This is an optimization exercise on Yosys and OpenROAD, whose aim is small area, not a production implementation. The RTL was checked by simulation tests, not by an equivalence proof against the original design.

[flow/run.sh]
#!/bin/bash
# synth_recipe.tcl (not shown) runs the flow's synth.tcl, then flattens the netlist and writes it again
# the make line also repeats each setting of config.mk as NAME=value (left out here)
make -C /OpenROAD-flow-scripts/flow DESIGN_CONFIG=/design/flow/config.mk WORK_HOME=/design/flow/orfs CLKGATE_MAP_FILE= SYNTH_SCRIPT=/design/flow/synth_recipe.tcl finish
[flow/config.mk]
export PLATFORM = sky130hd
export DESIGN_NAME = dvs_ravens
export DESIGN_NICKNAME = dvs_ravens
export VERILOG_FILES = /design/flow/design.v
export SDC_FILE = /design/flow/constraint.sdc
export NUM_CORES = 4
export LEC_CHECK = 0
export CAP_MARGIN = 20
export CORE_MARGIN = 2
export CORE_UTILIZATION = 45
export PLACE_DENSITY = 0.6
export SLEW_MARGIN = 20
[flow/constraint.sdc]
create_clock -name core_clock -period 24.0 [get_ports {clk}]
set_input_delay 4.8000 -clock core_clock [delete_from_list [all_inputs] [get_ports {clk}]]
set_output_delay 4.8000 -clock core_clock [all_outputs]
set_load 0.01 [all_outputs]
[flow/design.v]
    package dvs_ravens_pkg;
        localparam DVS_WIDTH_PXLS = 346;
        localparam DVS_HEIGHT_PXLS = 260;
        localparam DVS_X_ADDR_BITS = $clog2(DVS_WIDTH_PXLS);
        localparam DVS_Y_ADDR_BITS = $clog2(DVS_HEIGHT_PXLS);
        localparam CLK_PERIOD_NS = 50;
        localparam CLK_PERIOD_US_DIVISOR = 1000 / CLK_PERIOD_NS;
        localparam TIMESTAMP_US_BITS = 16;
        localparam TIMESTAMP_CLK_CYCLE_BITS = TIMESTAMP_US_BITS + $clog2(CLK_PERIOD_US_DIVISOR);
        localparam EVENT_BITS = DVS_X_ADDR_BITS + DVS_Y_ADDR_BITS + 1 + TIMESTAMP_US_BITS;
        localparam RAVENS_PKT_BITS = 32;
        localparam EVENT_QUEUE_DEPTH = 4;
    endpackage: dvs_ravens_pkg
`timescale 1ns/1ps
import dvs_ravens_pkg::*;
module dummy_sram
    (
        input logic clk,
        input logic [$clog2(EVENT_QUEUE_DEPTH)-1:0] addr,
        input logic [EVENT_BITS-1:0] din,
        input logic wr_en,
        input logic sense_en,
        output logic [EVENT_BITS-1:0] dout
    );
    logic [EVENT_BITS-1:0] sram [EVENT_QUEUE_DEPTH-1:0];
    always_ff @(posedge clk) begin: dummy_sram_mem
        if(wr_en) begin
            sram[addr] <= din;
        end
        else if(sense_en) begin
            dout <= sram[addr];
        end
    end
endmodule
`timescale 1ns/1ps
import dvs_ravens_pkg::*;
module dvs_aer_receiver
    (
        input logic clk,
        input logic rst_n,
        input logic [9:0] aer,
        input logic xsel,
        input logic req,
        input logic [TIMESTAMP_US_BITS-1:0] time_us,
        output logic ack,
        output logic [DVS_X_ADDR_BITS-1:0] event_x,
        output logic [DVS_Y_ADDR_BITS-1:0] event_y,
        output logic [TIMESTAMP_US_BITS-1:0] event_timestamp,
        output logic event_polarity,
        output logic new_event
    );
    enum bit[1:0] {WAIT_FOR_REQ_ASSERT, DELAY_50NS, RECEIVE_DATA, WAIT_FOR_REQ_DEASSERT} cur_fsm_state, next_fsm_state;
    localparam CLK_CYCLES_50NS = (50/CLK_PERIOD_NS);
    localparam REQ_COUNT_50NS = (CLK_CYCLES_50NS > 2) ? CLK_CYCLES_50NS - 2 : 0;
    logic [DVS_Y_ADDR_BITS-1:0] y_addr;
    logic [TIMESTAMP_US_BITS-1:0] timestamp_us;
    logic [$clog2(REQ_COUNT_50NS):0] req_count;
    logic [9:0] aer_mid_sync, aer_synced;
    logic xsel_mid_sync, xsel_synced;
    logic req_mid_sync, req_synced;
    always_ff @(posedge clk, negedge rst_n) begin: rec_double_ff_sync
        if(!rst_n) begin
            aer_mid_sync <= 0;
            xsel_mid_sync <= 0;
            req_mid_sync <= 0;
            aer_synced <= 0;
            xsel_synced <= 0;
            req_synced <= 0;
        end
        else begin
            aer_mid_sync <= aer;
            xsel_mid_sync <= xsel;
            req_mid_sync <= req;
            aer_synced <= aer_mid_sync;
            xsel_synced <= xsel_mid_sync;
            req_synced <= req_mid_sync;
        end
    end
    always_ff @(posedge clk, negedge rst_n) begin: rec_fsm_mem
        if(!rst_n) begin
            cur_fsm_state <= WAIT_FOR_REQ_ASSERT;
        end
        else begin
            cur_fsm_state <= next_fsm_state;
        end
    end
    always_ff @(posedge clk, negedge rst_n) begin: rec_req_delay_counter
        if(!rst_n) begin
            req_count <= REQ_COUNT_50NS;
        end
        else begin
            if(cur_fsm_state != DELAY_50NS) begin
                req_count <= REQ_COUNT_50NS;
            end
            else begin
                req_count <= req_count - 1;
            end
        end
    end
    always_ff @(posedge clk, negedge rst_n) begin: rec_sample_aer_event_data
        if(!rst_n) begin
            y_addr <= 0;
            timestamp_us <= 0;
            event_x <= 0;
            event_y <= 0;
            event_timestamp <= 0;
            event_polarity <= 0;
            new_event <= 0;
        end
        else begin
            if(next_fsm_state == RECEIVE_DATA) begin
                if(xsel_synced == 0) begin
                    y_addr <= aer_synced[DVS_Y_ADDR_BITS-1:0];
                    timestamp_us <= time_us;
                    new_event <= 0;
                end
                else begin
                    event_x <= aer_synced[DVS_X_ADDR_BITS:1];
                    event_y <= y_addr;
                    event_timestamp <= timestamp_us;
                    event_polarity <= aer_synced[0];
                    new_event <= 1;
                end
            end
            else begin
                new_event <= 0;
            end
        end
    end
    always_comb begin: rec_fsm_next_state
        unique case(cur_fsm_state)
            WAIT_FOR_REQ_ASSERT: begin
                if(req_synced) begin
                    if(xsel_synced == 0) begin
                        next_fsm_state = DELAY_50NS;
                    end
                    else begin
                        next_fsm_state = RECEIVE_DATA;
                    end
                end
                else begin
                    next_fsm_state = WAIT_FOR_REQ_ASSERT;
                end
            end
            DELAY_50NS: begin
                if(req_count > 1) begin
                    next_fsm_state = DELAY_50NS;
                end
                else begin
                    next_fsm_state = RECEIVE_DATA;
                end
            end
            RECEIVE_DATA: begin
                next_fsm_state = WAIT_FOR_REQ_DEASSERT;
            end
            WAIT_FOR_REQ_DEASSERT: begin
                if(!req_synced) begin
                    next_fsm_state = WAIT_FOR_REQ_ASSERT;
                end
                else begin
                    next_fsm_state = WAIT_FOR_REQ_DEASSERT;
                end
            end
            default: begin
                next_fsm_state = WAIT_FOR_REQ_ASSERT;
            end
        endcase
    end
    assign ack = (cur_fsm_state == WAIT_FOR_REQ_DEASSERT || cur_fsm_state == RECEIVE_DATA) ? 1 : 0;
endmodule
`timescale 1ns/1ps
import dvs_ravens_pkg::*;
module dvs_event_crop_filter #(parameter CROP_WIDTH = 100, CROP_HEIGHT = 100, CROP_CORNER_X = 0, CROP_CORNER_Y = 0)
    (
        input logic [DVS_X_ADDR_BITS-1:0] event_x,
        input logic [DVS_Y_ADDR_BITS-1:0] event_y,
        output logic crop_filter
    );
    always_comb begin: crop_filter_comb
        if(event_x < CROP_CORNER_X || event_x >= CROP_CORNER_X + CROP_WIDTH || event_y < CROP_CORNER_Y || event_y >= CROP_CORNER_Y + CROP_HEIGHT) begin
            crop_filter = 1;
        end
        else begin
            crop_filter = 0;
        end    
    end
endmodule
`timescale 1ns/1ps
import dvs_ravens_pkg::*;
module dvs_event_polarity_filter #(parameter POS_FILTER = 1)
    (
        input logic event_polarity,
        output logic polarity_filter
    );
    always_comb begin: polarity_filter_comb
        if(POS_FILTER) begin
            if(event_polarity == 0) begin
                polarity_filter = 1;
            end
            else begin
                polarity_filter = 0;
            end
        end
        else begin
            if(event_polarity == 0) begin
                polarity_filter = 0;
            end
            else begin
                polarity_filter = 1;
            end
        end
    end
endmodule
`timescale 1ns/1ps
import dvs_ravens_pkg::*;
module dvs_event_preprocessor
    (
        input logic clk,
        input logic rst_n,
        input logic [DVS_X_ADDR_BITS-1:0] event_x,
        input logic [DVS_Y_ADDR_BITS-1:0] event_y,
        input logic [TIMESTAMP_US_BITS-1:0] event_timestamp,
        input logic event_polarity,
        output logic [EVENT_BITS-1:0] preprocessed_event,
        output logic event_filtered
    );
    logic polarity_filter;
    logic crop_filter;
    dvs_event_polarity_filter #(.POS_FILTER(1)) DVS_EVENT_POLARITY_FILTER_INST (
        .event_polarity(event_polarity),
        .polarity_filter(polarity_filter)
    );
    dvs_event_crop_filter #(.CROP_WIDTH(100), .CROP_HEIGHT(100), .CROP_CORNER_X(0), .CROP_CORNER_Y(0)) DVS_EVENT_CROP_FILTER_INST (
        .event_x(event_x),
        .event_y(event_y),
        .crop_filter(crop_filter)
    );
    assign preprocessed_event = (event_filtered == 0) ? {event_x, event_y, event_polarity, event_timestamp} : 0;
    assign event_filtered = polarity_filter | crop_filter;
endmodule
`timescale 1ns/1ps
import dvs_ravens_pkg::*;
module dvs_aer_to_event_interface
    (
        input logic clk,
        input logic rst_n,
        input logic [9:0] aer,
        input logic xsel,
        input logic req,
        input logic fifo_grant,
        input logic [TIMESTAMP_US_BITS-1:0] time_us,
        output logic ack,
        output logic fifo_req,
        output logic fifo_wr_en,
        output logic [EVENT_BITS-1:0] fifo_event
    );
    logic [DVS_X_ADDR_BITS-1:0] event_x;
    logic [DVS_Y_ADDR_BITS-1:0] event_y;
    logic [TIMESTAMP_US_BITS-1:0] event_timestamp;
    logic event_polarity;
    logic new_event;
    logic [EVENT_BITS-1:0] dvs_event;
    logic event_filtered;
    logic event_written;
    dvs_aer_receiver DVS_AER_RECEIVER_INST (
        .clk(clk),
        .rst_n(rst_n),
        .aer(aer),
        .xsel(xsel),
        .req(req),
        .time_us(time_us),
        .ack(ack),
        .event_x(event_x),
        .event_y(event_y),
        .event_timestamp(event_timestamp),
        .event_polarity(event_polarity),
        .new_event(new_event)
    );
    dvs_event_preprocessor DVS_EVENT_PREPROCESSOR_INST (
        .clk(clk),
        .rst_n(rst_n),
        .event_x(event_x),
        .event_y(event_y),
        .event_timestamp(event_timestamp),
        .event_polarity(event_polarity),
        .preprocessed_event(dvs_event),
        .event_filtered(event_filtered)
    );
    always_ff @(posedge clk, negedge rst_n) begin: aer_event_interface_event_written
        if(!rst_n) begin
            event_written <= 1;
        end
        else begin
            if(new_event) begin
                event_written <= 0;
            end
            else if(fifo_grant) begin
                event_written <= 1;
            end
        end
    end
    always_ff @(posedge clk, negedge rst_n) begin: aer_event_interface_fifo_bus_event
        if(!rst_n) begin
            fifo_event <= 0;
            fifo_wr_en <= 0;
        end
        else begin
            if(fifo_grant) begin
                fifo_event <= dvs_event;
                fifo_wr_en <= 1;
            end
            else begin
                fifo_event <= fifo_event;
                fifo_wr_en <= 0;
            end
        end
    end
    assign fifo_req = ~(event_written | event_filtered);
endmodule
`timescale 1ns/1ps
import dvs_ravens_pkg::*;
module timer_us
    (
        input logic clk,
        input logic rst_n,
        output logic [TIMESTAMP_US_BITS-1:0] time_us
    );
    logic [TIMESTAMP_CLK_CYCLE_BITS-1:0] timestamp_clk_cycles;
    always_ff @(posedge clk, negedge rst_n) begin: timestamp_clk_cycles_counter
        if(!rst_n) begin
            timestamp_clk_cycles <= 0;
        end
        else begin
            timestamp_clk_cycles <= timestamp_clk_cycles + 1;
        end
    end
    assign time_us = timestamp_clk_cycles / CLK_PERIOD_US_DIVISOR;
endmodule
`timescale 1ns/1ps
import dvs_ravens_pkg::*;
module dvs_ravens_arbiter
    (
        input logic req_m1,
        input logic req_m2,
        input logic fifo_empty,
        input logic fifo_full,
        output logic grant_m1,
        output logic grant_m2
    );
    assign grant_m1 = req_m1 & ~fifo_full;
    assign grant_m2 = req_m2 & ~req_m1 & ~fifo_empty;
endmodule
`timescale 1ns/1ps
import dvs_ravens_pkg::*;
module dvs_fifo_event_queue
    (
        input logic clk,
        input logic rst_n,
        input logic [EVENT_BITS-1:0] event_in,
        input logic wr_en,
        input logic rd_en,
        output logic [EVENT_BITS-1:0] event_out,
        output logic empty,
        output logic full
    );
    logic [$clog2(EVENT_QUEUE_DEPTH)-1:0] read_ptr;
    logic [$clog2(EVENT_QUEUE_DEPTH)-1:0] write_ptr;
    logic [$clog2(EVENT_QUEUE_DEPTH)-1:0] next_write_ptr;
    logic [$clog2(EVENT_QUEUE_DEPTH)-1:0] next_read_ptr;
    logic [$clog2(EVENT_QUEUE_DEPTH)-1:0] addr;
    dummy_sram DUMMY_SRAM_INST  (
        .clk(clk),
        .addr(addr),
        .din(event_in),
        .wr_en(wr_en),
        .sense_en(rd_en),
        .dout(event_out)
    );
    always_ff @(posedge clk, negedge rst_n) begin: fifo_queue_update_pointer_mem
        if(!rst_n) begin
            read_ptr <= 0;
            write_ptr <= 0;
        end
        else begin
            read_ptr <= next_read_ptr;
            write_ptr <= next_write_ptr;
        end
    end
    always_comb begin: fifo_queue_next_pointer_logic
        next_read_ptr = read_ptr;
        next_write_ptr = write_ptr;
        if(wr_en && !full) begin
            next_write_ptr = (write_ptr + 1) % EVENT_QUEUE_DEPTH;
        end
        if(rd_en && !empty) begin
            next_read_ptr = (read_ptr + 1) % EVENT_QUEUE_DEPTH;
        end
    end
    assign addr = (wr_en == 1) ? write_ptr : read_ptr;
    assign empty = (read_ptr == write_ptr);
    assign full = ((write_ptr + 1) % EVENT_QUEUE_DEPTH == read_ptr);
endmodule
`timescale 1ns/1ps
import dvs_ravens_pkg::*;
module dvs_event_to_ravens_spike
    (
        input logic [EVENT_BITS-1:0] dvs_event,
        output logic [RAVENS_PKT_BITS-1:0] ravens_spike
    );
    logic [$clog2(DVS_WIDTH_PXLS*DVS_HEIGHT_PXLS)-1:0] flat_pxl_ind;
    logic [7:0] flat_pxl_ind_8_bits;
    assign flat_pxl_ind = dvs_event[EVENT_BITS-1 -: DVS_X_ADDR_BITS] + dvs_event[EVENT_BITS-DVS_X_ADDR_BITS-1 -: DVS_Y_ADDR_BITS] * DVS_WIDTH_PXLS;
    assign flat_pxl_ind_8_bits = flat_pxl_ind % 256;
    assign ravens_spike = {3'b0, 16'b0, flat_pxl_ind_8_bits[7:4], flat_pxl_ind_8_bits[3:0], 5'b0};
endmodule
`timescale 1ns/1ps
import dvs_ravens_pkg::*;
module dvs_ravens_transmitter #(parameter SEGMENT_LENGTH_US = 25, NUM_SEGMENTS_PER_SIM_TIME = 10, SIM_TIME = 15)
    (
        input logic clk,
        input logic rst_n,
        input logic new_spike,
        input logic [TIMESTAMP_US_BITS-1:0] ravens_spike_timestamp_us,
        input logic [RAVENS_PKT_BITS-1:0] ravens_spike,
        input logic [TIMESTAMP_US_BITS-1:0] time_us,
        output logic sent_spike,
        output logic rdy_for_next_spike,
        output logic [RAVENS_PKT_BITS-1:0] ravens_pkt
    );
    enum bit[2:0] {WAIT_FOR_SPIKE_NEW_SIM_TIME, WAIT_FOR_NEXT_SPIKE_IN_SIM_TIME, START_NEW_SIM_TIME, RUN, TRANSMIT_SPIKE} cur_fsm_state, next_fsm_state;
    logic [TIMESTAMP_US_BITS-1:0] time_us_start_looking_for_new_sim_time;
    logic [TIMESTAMP_US_BITS-1:0] segment_last_timestamp_us;
    logic [$clog2(SIM_TIME)-1:0] cur_sim_time_timestep;
    logic [$clog2((1<<TIMESTAMP_US_BITS) / SEGMENT_LENGTH_US + 1) - 1 : 0] num_timesteps_to_run;
    logic is_new_sim_time;
    always_ff @(posedge clk, negedge rst_n) begin: ravens_trasmitter_fsm_mem
        if(!rst_n) begin
            cur_fsm_state <= WAIT_FOR_SPIKE_NEW_SIM_TIME;
        end
        else begin
            cur_fsm_state <= next_fsm_state;
        end
    end
    always_ff @(posedge clk, negedge rst_n) begin: ravens_trasmitter_last_timestamp_us_mem
        if(!rst_n) begin
            segment_last_timestamp_us <= 0;
        end
        else begin
            if(cur_fsm_state == RUN) begin
                segment_last_timestamp_us <= segment_last_timestamp_us + num_timesteps_to_run * SEGMENT_LENGTH_US;
            end
            else if(cur_fsm_state == START_NEW_SIM_TIME) begin
                segment_last_timestamp_us <= ravens_spike_timestamp_us;
            end
        end
    end
    always_ff @(posedge clk, negedge rst_n) begin: ravens_trasmitter_sim_time_timestep_mem
        if(!rst_n) begin
            cur_sim_time_timestep <= 0;
        end
        else begin
            if(cur_fsm_state == RUN) begin
                cur_sim_time_timestep <= cur_sim_time_timestep + num_timesteps_to_run;
            end
            else if(cur_fsm_state == START_NEW_SIM_TIME) begin
                cur_sim_time_timestep <= 0;
            end
        end
    end
    always_ff @(posedge clk, negedge rst_n) begin: ravens_trasmitter_ravens_pkt_mem
        if(!rst_n) begin
            ravens_pkt <= 0;
        end
        else begin
            unique case(cur_fsm_state)
                TRANSMIT_SPIKE: ravens_pkt <= ravens_spike;
                RUN: ravens_pkt <= {3'b001, 29'b0};
                START_NEW_SIM_TIME: ravens_pkt <= {3'b010, 29'b0};
                default: ravens_pkt <= ravens_pkt;
            endcase
        end
    end
    always_ff @(posedge clk, negedge rst_n) begin: ravens_trasmitter_time_us_start_looking_for_new_sim_time_mem
        if(!rst_n) begin
            time_us_start_looking_for_new_sim_time <= 0;
        end
        else begin
            if(next_fsm_state == WAIT_FOR_SPIKE_NEW_SIM_TIME) begin
                time_us_start_looking_for_new_sim_time <= time_us;
            end
        end
    end
    always_comb begin: ravens_transmitter_fsm_next_state
        unique case(cur_fsm_state)
            WAIT_FOR_SPIKE_NEW_SIM_TIME: begin
                if(new_spike == 1 && (time_us_start_looking_for_new_sim_time < ravens_spike_timestamp_us || time_us_start_looking_for_new_sim_time - ravens_spike_timestamp_us < SEGMENT_LENGTH_US*NUM_SEGMENTS_PER_SIM_TIME)) begin
                    next_fsm_state = START_NEW_SIM_TIME;
                end
                else begin
                    next_fsm_state = WAIT_FOR_SPIKE_NEW_SIM_TIME;
                end
            end
            WAIT_FOR_NEXT_SPIKE_IN_SIM_TIME: begin
                if(new_spike == 1) begin
                    if(num_timesteps_to_run > 0) begin
                        next_fsm_state = RUN;
                    end
                    else begin
                        next_fsm_state = TRANSMIT_SPIKE;    
                    end
                end
                else begin
                    next_fsm_state = WAIT_FOR_NEXT_SPIKE_IN_SIM_TIME;
                end
            end
            START_NEW_SIM_TIME: next_fsm_state = TRANSMIT_SPIKE;
            RUN: begin
                if(is_new_sim_time) begin
                    next_fsm_state = WAIT_FOR_SPIKE_NEW_SIM_TIME;
                end
                else begin
                    next_fsm_state = TRANSMIT_SPIKE;
                end
            end
            TRANSMIT_SPIKE: next_fsm_state = WAIT_FOR_NEXT_SPIKE_IN_SIM_TIME;
            default: next_fsm_state = WAIT_FOR_SPIKE_NEW_SIM_TIME;
        endcase
    end
    always_comb begin: ravens_transmitter_num_timesteps_to_run
        if(ravens_spike_timestamp_us > segment_last_timestamp_us) begin
            num_timesteps_to_run = (ravens_spike_timestamp_us - segment_last_timestamp_us - 1) / SEGMENT_LENGTH_US + 1;
            if(cur_sim_time_timestep + num_timesteps_to_run >= NUM_SEGMENTS_PER_SIM_TIME) begin
                num_timesteps_to_run = SIM_TIME - cur_sim_time_timestep;
            end
        end
        else begin
            num_timesteps_to_run = 0;
        end
    end
    assign is_new_sim_time = (num_timesteps_to_run == SIM_TIME - cur_sim_time_timestep) ? 1 : 0;
    assign sent_spike = (cur_fsm_state == TRANSMIT_SPIKE) ? 1 : 0;
    assign rdy_for_next_spike = (cur_fsm_state == WAIT_FOR_SPIKE_NEW_SIM_TIME || cur_fsm_state == WAIT_FOR_NEXT_SPIKE_IN_SIM_TIME) ? 1 : 0;
endmodule
`timescale 1ns/1ps
import dvs_ravens_pkg::*;
module dvs_event_to_ravens
    (
        input logic clk,
        input logic rst_n,
        input logic fifo_grant,
        input logic [EVENT_BITS-1:0] fifo_event,
        input logic [TIMESTAMP_US_BITS-1:0] time_us,
        output logic fifo_req,
        output logic fifo_rd_en,
        output logic [RAVENS_PKT_BITS-1:0] ravens_pkt
    );
    enum bit[1:0] {WAIT_FOR_GRANT, READ_CTRL, READ} cur_fsm_state, next_fsm_state;
    logic new_spike;
    logic sent_spike;
    logic [EVENT_BITS-1:0] dvs_event;
    logic [RAVENS_PKT_BITS-1:0] ravens_spike;
    dvs_event_to_ravens_spike DVS_EVENT_TO_RAVENS_SPIKE_INST (
        .dvs_event(dvs_event),
        .ravens_spike(ravens_spike)
    );
    dvs_ravens_transmitter DVS_RAVENS_TRANSMITTER_INST (
        .clk(clk),
        .rst_n(rst_n),
        .new_spike(new_spike),
        .ravens_spike_timestamp_us(dvs_event[TIMESTAMP_US_BITS-1:0]),
        .ravens_spike(ravens_spike),
        .time_us(time_us),
        .sent_spike(sent_spike),
        .rdy_for_next_spike(fifo_req),
        .ravens_pkt(ravens_pkt)
    );
    always_ff @(posedge clk, negedge rst_n) begin: event_ravens_interface_fsm_mem
        if(!rst_n) begin
            cur_fsm_state <= WAIT_FOR_GRANT;
        end
        else begin
            cur_fsm_state <= next_fsm_state;
        end
    end
    always_ff @(posedge clk, negedge rst_n) begin: event_ravens_interface_fifo_bus_read_event
        if(!rst_n) begin
            dvs_event <= 0;
        end
        else begin
            if(cur_fsm_state == READ) begin
                dvs_event <= fifo_event;
            end
        end
    end
    always_ff @(posedge clk, negedge rst_n) begin: event_ravens_interface_new_spike
        if(!rst_n) begin
            new_spike <= 0;
        end
        else begin
            if(cur_fsm_state == READ) begin
                new_spike <= 1;
            end
            else if(sent_spike == 1) begin
                new_spike <= 0;
            end
        end
    end
    always_comb begin: event_ravens_interface_fsm_next_state
        unique case(cur_fsm_state)
            WAIT_FOR_GRANT: next_fsm_state = (fifo_grant == 1) ? READ_CTRL : WAIT_FOR_GRANT;
            READ_CTRL: next_fsm_state = READ;
            READ: next_fsm_state = WAIT_FOR_GRANT;
            default: next_fsm_state = WAIT_FOR_GRANT;
        endcase
    end
    assign fifo_rd_en = (cur_fsm_state == READ_CTRL) ? 1 : 0;
endmodule
`timescale 1ns/1ps
import dvs_ravens_pkg::*;
module dvs_ravens
    (
        input logic clk,
        input logic rst_n,
        input logic [9:0] aer,
        input logic xsel,
        input logic req,
        output logic ack,
        output logic [RAVENS_PKT_BITS-1:0] ravens_pkt
    );
    logic [TIMESTAMP_US_BITS-1:0] time_us;
    logic fifo_req_write;
    logic fifo_req_read;
    logic fifo_grant_write;
    logic fifo_grant_read;
    logic fifo_wr_en;
    logic fifo_rd_en;
    logic fifo_empty;
    logic fifo_full;
    logic [EVENT_BITS-1:0] fifo_write_event;
    logic [EVENT_BITS-1:0] fifo_read_event;
    dvs_aer_to_event_interface  DVS_AER_TO_EVENT_INTERFACE_INST (
        .clk(clk),
        .rst_n(rst_n),
        .aer(aer),
        .xsel(xsel),
        .req(req),
        .fifo_grant(fifo_grant_write),
        .time_us(time_us),
        .ack(ack),
        .fifo_req(fifo_req_write),
        .fifo_wr_en(fifo_wr_en),
        .fifo_event(fifo_write_event)
    );
    timer_us TIMER_US_INST (
        .clk(clk),
        .rst_n(rst_n),
        .time_us(time_us)
    );
    dvs_ravens_arbiter DVS_RAVENS_ARBITER_INST (
        .req_m1(fifo_req_write),
        .req_m2(fifo_req_read),
        .fifo_empty(fifo_empty),
        .fifo_full(fifo_full),
        .grant_m1(fifo_grant_write),
        .grant_m2(fifo_grant_read)
    );
    dvs_fifo_event_queue DVS_FIFO_EVENT_QUEUE_INST (
        .clk(clk),
        .rst_n(rst_n),
        .event_in(fifo_write_event),
        .wr_en(fifo_wr_en),
        .rd_en(fifo_rd_en),
        .event_out(fifo_read_event),
        .empty(fifo_empty),
        .full(fifo_full)
    );
    dvs_event_to_ravens DVS_EVENT_TO_RAVENS_INST (
        .clk(clk),
        .rst_n(rst_n),
        .fifo_grant(fifo_grant_read),
        .fifo_event(fifo_read_event),
        .time_us(time_us),
        .fifo_req(fifo_req_read),
        .fifo_rd_en(fifo_rd_en),
        .ravens_pkt(ravens_pkt)
    );
endmodule
==> metrics.yaml <==
yosysWarnings: 9
final_util_pct: 49.7
synth-seq-cells: 383
hpwl_mm: 39.9
ys_types: 131
criticalPathCategory: "reg -> reg"
cts_buffer_depth: 3
relSlewSlack_pct: 34.8
avgSynthCellArea_um2: 10.3
final_cell_area_um2: 26100
clock_skew_ns: 0.0295
grt.overflow.total: 0
die_area_um2: 55000
num_vias: 17400
ant_nets: 0
min_period_ns: 20.14
critical_path.most_common_cell: "a21oi_1"
worstMarginPinSlew_ns: 0.974
holdPathStages: 0
start_util_pct: 45.5
wl_per_cell_um: 18.3
hold_class: "reg -> reg"
syn_to_final_growth_pct: 9.24
die_w_um: 234
dp.cells: 2975
vias_per_cell: 5.70
antenna_found_initial: 0
critPathMaxFanout: 16
critical_path_arrival_ns: 20.61
rrSetupSlack_ns: 3.86
cts_tree: "done"
post-route-period-util_pct: 83.9
num_io_pins: 47
slowest_stage: "nor3b_1"
fin_ws_ns: 3.86
synth_cells: 2312
run_status: "complete, no violations"
maxCapViolations: 0
core-area_um2: 52600
fin_cells: 3049
async_flop_share_pct: 59.5
nets: 2479
grt_max_degree: 114
synth_edf_count: 155
syn_area_um2: 23900
hold_viol_final: 0
drive_gt1_share_pct: 11.5
path_clk_slew_ns: 0.06
cts.repair.resized: 0
reg2regPathDepth: 73
final_max_slew_viol_count: 0
synth_top_area_cell: "dfrtp_1"
seq_area_frac_synth_pct: 43.3
cts_sinks: 383
root_buffer: "clkbuf_16"
grt_usage_pct: 20.5
htreeDepth: 2
drt-initial-drc-count: 935
synth_top_flop_cell: "dfrtp_1"
yosys-top-cells-area: "dfrtp_1, edfxtp_1, ha_1"
drc: 0
start_kind: "register"
die_h_um: 234
grt_pass1_wl_mm: 90.2
clk_latency_ns: 0.56
place_ws_ns: 3.99
max_freq_ghz: 0.0497
cts_made_buffers: 40
cts_setup_buffers: 0
yosys.area.top_type_share_pct: 23.8
totalWireLength_mm: 55.8
dr.pass1.iters: 5
rows: 84
cp_slowest_stage_delay_ns: 0.72
grt_pass1_vias: 16800
io_buffers: 24
ctsHoldBuffers: 0
gp_congestion: 0.868
r2r_start: "DVS_EVENT_TO_RAVENS_INST.dvs_event[0]"
setup_tns_ns: 0
cp-end-kind: "register"
required_ns: 24.47
setup_violations: 0
postPlaceCellArea_um2: 24900
rsz0062_at_grt: "false"
-- logic make-up (layout without fill, tap and decap cells) --
kind of cell / count (synthesis) / after routing / share of synthesized area (%)
fa+ha+maj: 141 / 141 / 8.18
xor+xnor: 123 / 123 / 4.60
simple gates: 678 / 678 / 13.5
compound gates: 565 / 565 / 17.3
other cells: 2 / 50 / 0.0314
mux: 150 / 150 / 8.34
buf+inv: 270 / 271 / 4.71
flops: 383 / 383 / 43.3
-- cell type report --
type | count | area [um2]
timing repair buffer | 52 | 455
fill | 4797 | 26400
sequential | 383 | 10400
multi-input combinational | 1706 | 12700
antenna | 1 | 2.50
inverter | 146 | 548
clock inverter | 19 | 166
tap | 688 | 861
clock buffer | 54 | 1050
-- how the worst max path moves through the flow --
stage / from / end
after floorplan: register / register
after global placement: DVS_EVENT_TO_RAVENS_INST.dvs_event[0] / register
after CTS: DVS_EVENT_TO_RAVENS_INST.dvs_event[0] / register
after global routing: DVS_EVENT_TO_RAVENS_INST.dvs_event[0] / register
after detailed placement: DVS_EVENT_TO_RAVENS_INST.dvs_event[0] / register
final: DVS_EVENT_TO_RAVENS_INST.dvs_event[0] / register
-- metal layers --
metal,track usage [%],routed length [um],up-vias
li1,-,-,8431
met1,26.4,24200,8502
met2,36.5,28500,338
met3,2.06,1630,99
met4,6.09,1530,0
met5,0,0,-
-- placed cells by master (no fill, tap or decap), drive strengths merged, types with 23 or more instances in the layout --
master / synthesis / final
clkdlybuf4s50: 0 / 23
a31oi: 25 / 25
ha: 109 / 109
nor2: 136 / 136
o21a: 28 / 28
nand2: 276 / 276
mux2: 71 / 71
fa: 27 / 27
nand3: 56 / 56
mux4: 31 / 31
dfrtp: 227 / 227
nor3: 60 / 60
mux2i: 48 / 48
conb: 2 / 49
and3: 23 / 23
buf: 43 / 29
a21oi: 81 / 81
inv: 144 / 147
clkbuf: 81 / 54
edfxtp: 155 / 155
o21ai: 156 / 156
xor2: 35 / 35
a21o: 29 / 29
o211ai: 32 / 32
xnor2: 88 / 88
-- worst max-delay path, delay by kind of cell, from the launching register on --
| kind | cells | cell delay [ns] |
|---|---|---|
| multiplexers | 3 | 0.91 |
| adder cells (fa/ha/maj) | 9 | 3.13 |
| XOR/XNOR | 6 | 2.19 |
| buffers and inverters | 4 | 0.29 |
| AO/OA/AOI/OAI | 36 | 9.10 |
| flip-flops | 1 | 0.38 |
| AND/OR/NAND/NOR | 15 | 4.02 |
-- per-stage QoR --
stage               hold slack, ns
CTS                          0.350
global route                 0.354
finish                       0.348
global placement             0.335
floorplan                    0.331
detailed placement           0.336
-- synthesized netlist by cell type, types with 8 or more instances --
master	n
a211o_1	10
a211oi_1	16
a21o_1	29
a21oi_1	78
a22oi_1	14
a31o_2	8
a31oi_1	21
and2_1	13
and3_1	23
buf_2	12
buf_4	22
clkbuf_1	81
dfrtp_1	227
edfxtp_1	155
fa_1	27
ha_1	109
inv_1	142
mux2_2	63
mux2i_1	46
mux4_2	31
nand2_1	276
nand2b_1	18
nand3_1	54
nand4_1	17
nor2_1	133
nor2b_1	14
nor3_1	59
nor4_1	16
o2111ai_1	14
o211ai_1	30
o21a_1	27
o21ai_0	142
o21ai_1	13
o21bai_1	11
o22ai_1	11
o31ai_1	9
or3_1	9
xnor2_1	88
xor2_1	32

## re-timing with driven ports
Ports are ideal in the flow. The routed layout listed here was re-timed in OpenROAD.
Step 1 (the two cells are an assumption about what drives the block):
set clk [get_ports {clk}]
set_driving_cell -lib_cell sky130_fd_sc_hd__clkbuf_16 $clk
set_driving_cell -lib_cell sky130_fd_sc_hd__buf_2 [delete_from_list [all_inputs] $clk]
Step 2, shift: input delay + t, output delay - t, t = (earliest + latest rising clock arrival at the registers) / 2. This alone moves slack from input paths to output paths.
a / b / c = no drivers / after step 1 / after step 2; a / b = the first two.
t (ns): 0.597
setup slack, ns: 3.862 / 3.862 / 3.862
clock arrival spread, ns: 0.030 / 0.029
pins driven straight from the clock port: 1
After both steps setup and hold are still met in this run. For this run, drivers alone change the setup slack by 0.000 ns; drivers and shift together by 0.000 ns.
